Source: an optimization exercise on an open RTL-to-GDS flow (aim: small area, a short achievable clock period and few clock cycles per item). Production flows keep margins and buffers that such runs may drop. Function was checked by simulation only, so behaviour that the tests miss may differ from the original.

==> flow/design.v <==
module skinny_top (
   output [127:0] cipher_o,
   output reg     done_o,
   input  [127:0] input_i, key_i, tweak1_i, tweak2_i,
   input          clk_i, rst_i, start_i
   ) ;
   reg [127:0] state, tk1, tk2, tk3;
   reg [5:0]   rc;
   reg         busy;    
   wire [127:0] s  [0:2];
   wire [127:0] t1 [0:2];
   wire [127:0] t2 [0:2];
   wire [127:0] t3 [0:2];
   wire [5:0]   c  [0:2];
   assign cipher_o = state;
   assign s[0] = state;
   assign t1[0] = tk1;
   assign t2[0] = tk2;
   assign t3[0] = tk3;
   assign c[0] = rc;
   genvar g;
   generate for (g = 0; g < 2; g = g + 1) begin : rnd
      skinny_round r (.so(s[g+1]), .si(s[g]), .t1(t1[g]), .t2(t2[g]), .t3(t3[g]), .rc(c[g]));
      skinny_tks ts (.t1o(t1[g+1]), .t2o(t2[g+1]), .t3o(t3[g+1]), .t1(t1[g]), .t2(t2[g]), .t3(t3[g]));
      assign c[g+1] = {c[g][4:0], c[g][5]^c[g][4]^1'b1};
   end endgenerate
   always @(posedge clk_i) begin
      if (!rst_i) begin
         done_o <= 1'b1;
         busy <= 1'b0;
         rc <= 6'h01;
      end else if (start_i) begin
         done_o <= 1'b0;
         busy <= 1'b1;
         rc <= 6'h01;
      end else begin
         rc <= c[2];
         if (rc == 6'h2d) begin
            done_o <= 1'b1;
            busy <= 1'b0;
         end
      end
   end
   wire [127:0] ld   = {128{start_i}};
   wire [127:0] run  = {128{busy}};
   wire [127:0] idle = {128{done_o}};
   wire [127:0] hold = {128{done_o & ~start_i}};
   always @(posedge clk_i) begin
      state <= (ld & input_i) | (run & s[2]) | (hold & state);
   end
   always @(posedge clk_i) begin
      tk1 <= (idle & tweak1_i) | (run & t1[2]);
      tk2 <= (idle & tweak2_i) | (run & t2[2]);
      tk3 <= (idle & key_i)    | (run & t3[2]);
   end
endmodule
module skinny_round (
   output [127:0] so,
   input  [127:0] si, t1, t2, t3,
   input  [5:0]   rc
   ) ;
   wire [127:0] sb, atk;
   wire [31:0]  r0, r1, r2, r3, x02;
   genvar i;
   generate for (i = 0; i < 16; i = i + 1) begin : sbl
      skinny_sbox8_logic sb8 (.so(sb[8*i+7:8*i]), .si(si[8*i+7:8*i]));
   end endgenerate
   assign atk = sb ^ {t1[127:64] ^ t2[127:64] ^ t3[127:64], 64'h0} ^
                {4'h0, rc[3:0], 24'h0, 6'h0, rc[5:4], 24'h0, 8'h02, 56'h0};
   assign r0 = atk[127:96];
   assign r1 = {atk[71:64], atk[95:72]};
   assign r2 = {atk[47:32], atk[63:48]};
   assign r3 = {atk[23:0],  atk[31:24]};
   assign x02 = r0 ^ r2;
   assign so = {x02 ^ r3, r0, r1 ^ r2, x02};
endmodule
module skinny_tks (
   output [127:0] t1o, t2o, t3o,
   input  [127:0] t1, t2, t3
   ) ;
   wire [127:0] p1, p2, p3;
   skinny_perm pm1 (.ko(p1), .ki(t1));
   skinny_perm pm2 (.ko(p2), .ki(t2));
   skinny_perm pm3 (.ko(p3), .ki(t3));
   assign t1o = p1;
   genvar i;
   generate for (i = 8; i < 16; i = i + 1) begin : lf
      assign t2o[8*i+7:8*i] = {p2[8*i+6:8*i], p2[8*i+7] ^ p2[8*i+5]};
      assign t3o[8*i+7:8*i] = {p3[8*i] ^ p3[8*i+6], p3[8*i+7:8*i+1]};
   end endgenerate
   assign t2o[63:0] = p2[63:0];
   assign t3o[63:0] = p3[63:0];
endmodule
module skinny_perm (
   output [127:0] ko,
   input  [127:0] ki
   ) ;
   assign ko = {ki[ 55: 48], ki[  7:  0], ki[ 63: 56], ki[ 23: 16],
                ki[ 47: 40], ki[ 15:  8], ki[ 31: 24], ki[ 39: 32],
                ki[127:120], ki[119:112], ki[111:104], ki[103: 96],
                ki[ 95: 88], ki[ 87: 80], ki[ 79: 72], ki[ 71: 64]};
endmodule
module skinny_sbox8_logic (
   output [7:0] so,
   input  [7:0] si
   ) ;
   wire [7:0] a;
   assign a[0] = ~(si[7] | si[6]) ^ si[4];
   assign a[1] = ~(si[3] | si[2]) ^ si[0];
   assign a[2] = ~(si[2] | si[1]) ^ si[6];
   assign a[3] = ~(a[0]  | a[1])  ^ si[5];
   assign a[4] = ~(a[1]  | si[3]) ^ si[1];
   assign a[5] = ~(a[2]  | a[3])  ^ si[7];
   assign a[6] = ~(a[3]  | a[0])  ^ si[3];
   assign a[7] = ~(a[4]  | a[5])  ^ si[2];
   assign so = {a[3], a[0], a[1], a[6], a[4], a[2], a[5], a[7]};
endmodule
==> flow/config.mk <==
export PLATFORM = sky130hd
export DESIGN_NAME = skinny_top
export DESIGN_NICKNAME = skinny_top
export VERILOG_FILES = /design/flow/design.v
export SDC_FILE = /design/flow/constraint.sdc
export NUM_CORES = 4
export LEC_CHECK = 0
export ABC_AREA = 1
export CAP_MARGIN = 20
export CORE_MARGIN = 2
export CORE_UTILIZATION = 40
export SLEW_MARGIN = 20
==> flow/constraint.sdc <==
create_clock -name core_clock -period 10.0 [get_ports {clk_i}]
set_input_delay 2.0000 -clock core_clock [delete_from_list [all_inputs] [get_ports {clk_i}]]
set_output_delay 2.0000 -clock core_clock [all_outputs]
set_load 0.01 [all_outputs]
standard.sh (not shown) runs the stock make flow with config.mk's settings and CLKGATE_MAP_FILE= SYNTH_SCRIPT=/design/flow/synth_recipe.tcl, a recipe that flattens the netlist after the stock synthesis.
==> flow/flow/run.sh <==
#!/bin/bash
set -euo pipefail
export BUFFER_PORTS_ARGS="-buffer_cell sky130_fd_sc_hd__buf_1"
bash standard.sh SETUP_SLACK_MARGIN=6.8 finish > make_finish.log 2>&1
Testbench counts at the start, summed over its fixed seeds: cycles 5,384, items 256.
Next try:
==> flow/flow/run.sh (replaced) <==
#!/bin/bash
set -euo pipefail
export BUFFER_PORTS_ARGS="-buffer_cell sky130_fd_sc_hd__buf_1"
bash standard.sh SETUP_SLACK_MARGIN=6.5 finish > make_finish.log 2>&1
Cell count is lower by a few percent; wire length shrinks by a few percent; setup slack gets worse by 0.21 ns; utilization goes down by 6.1 points; global-route usage decreases by 0.63 points; sequential share of layout area climbs by 2.6 points; synthesized area is unchanged.
Next try:
==> flow/flow/run.sh (replaced) <==
#!/bin/bash
set -euo pipefail
export BUFFER_PORTS_ARGS="-buffer_cell sky130_fd_sc_hd__buf_1"
bash standard.sh SETUP_SLACK_MARGIN=5 finish > make_finish.log 2>&1
--- a/flow/config.mk
+++ b/flow/config.mk
@@ -6,5 +6,4 @@
 export NUM_CORES = 4
 export LEC_CHECK = 0
-export ABC_AREA = 1
 export CAP_MARGIN = 20
 export CORE_MARGIN = 2
Outcome:
- first-iteration DRC count came out higher by 16%
- global-route usage shrinks by 2.3 points
- worst setup slack degrades by 1.4 ns
- hold slack improves by 0.017 ns
- wire length drops by 13%
- sequential cell count does not change
Next try:
==> flow/flow/run.sh (replaced) <==
#!/bin/bash
set -euo pipefail
export BUFFER_PORTS_ARGS="-buffer_cell sky130_fd_sc_hd__buf_1"
bash standard.sh SETUP_SLACK_MARGIN=7 finish > make_finish.log 2>&1
--- a/flow/config.mk
+++ b/flow/config.mk
@@ -6,4 +6,5 @@
 export NUM_CORES = 4
 export LEC_CHECK = 0
+export ABC_AREA = 1
 export CAP_MARGIN = 20
 export CORE_MARGIN = 2
- The changed run produced a clean layout
- die area went up by a little under a tenth
- worst hold slack degrades by 0.0049 ns
- flip-flop and latch count does not change
- first-iteration DRC count went down slightly
- non-clock buffer count went up by 450
- global-route usage went up by 3.8 points
- fmax went up by well over a third
- wire length went up by a quarter to a third
- utilization went up by 15 points

-- re-timing with driven ports --
How much do the figures lean on ideal ports? The routed layouts below were timed once more, with nothing changed but the port constraints. Step 1 sets driving cells, clkbuf_16 on the clock port and buf_2 on the other inputs (assumed; they add their load-dependent delay and slew). Step 2 adds t to the input delays and takes it off the output delays; t is the mean of the earliest and latest rising clock arrival at the registers after step 1. Input paths then give back, and output paths get back, about the clock's delay inside the block. Three values: no drivers, after step 1, after step 2; two values: the first two.
run | shift t [ns] | slack for setup (ns) | worst slew at a driven data input, ns
the first run | 0.696 | 6.721 / 6.656 / 6.174 | 0.16
the second run | 0.694 | 6.512 / 6.512 / 5.935 | 0.15
the third run | 0.687 | 5.104 / 5.104 / 5.104 | 0.10
the fourth run | 0.694 | 6.721 / 6.656 / 6.331 | 0.15
After both steps setup and hold are still met in every run listed. The setup slack of the second run, which loses most, moves by 0.000 ns with the drivers and by -0.577 ns with both steps.
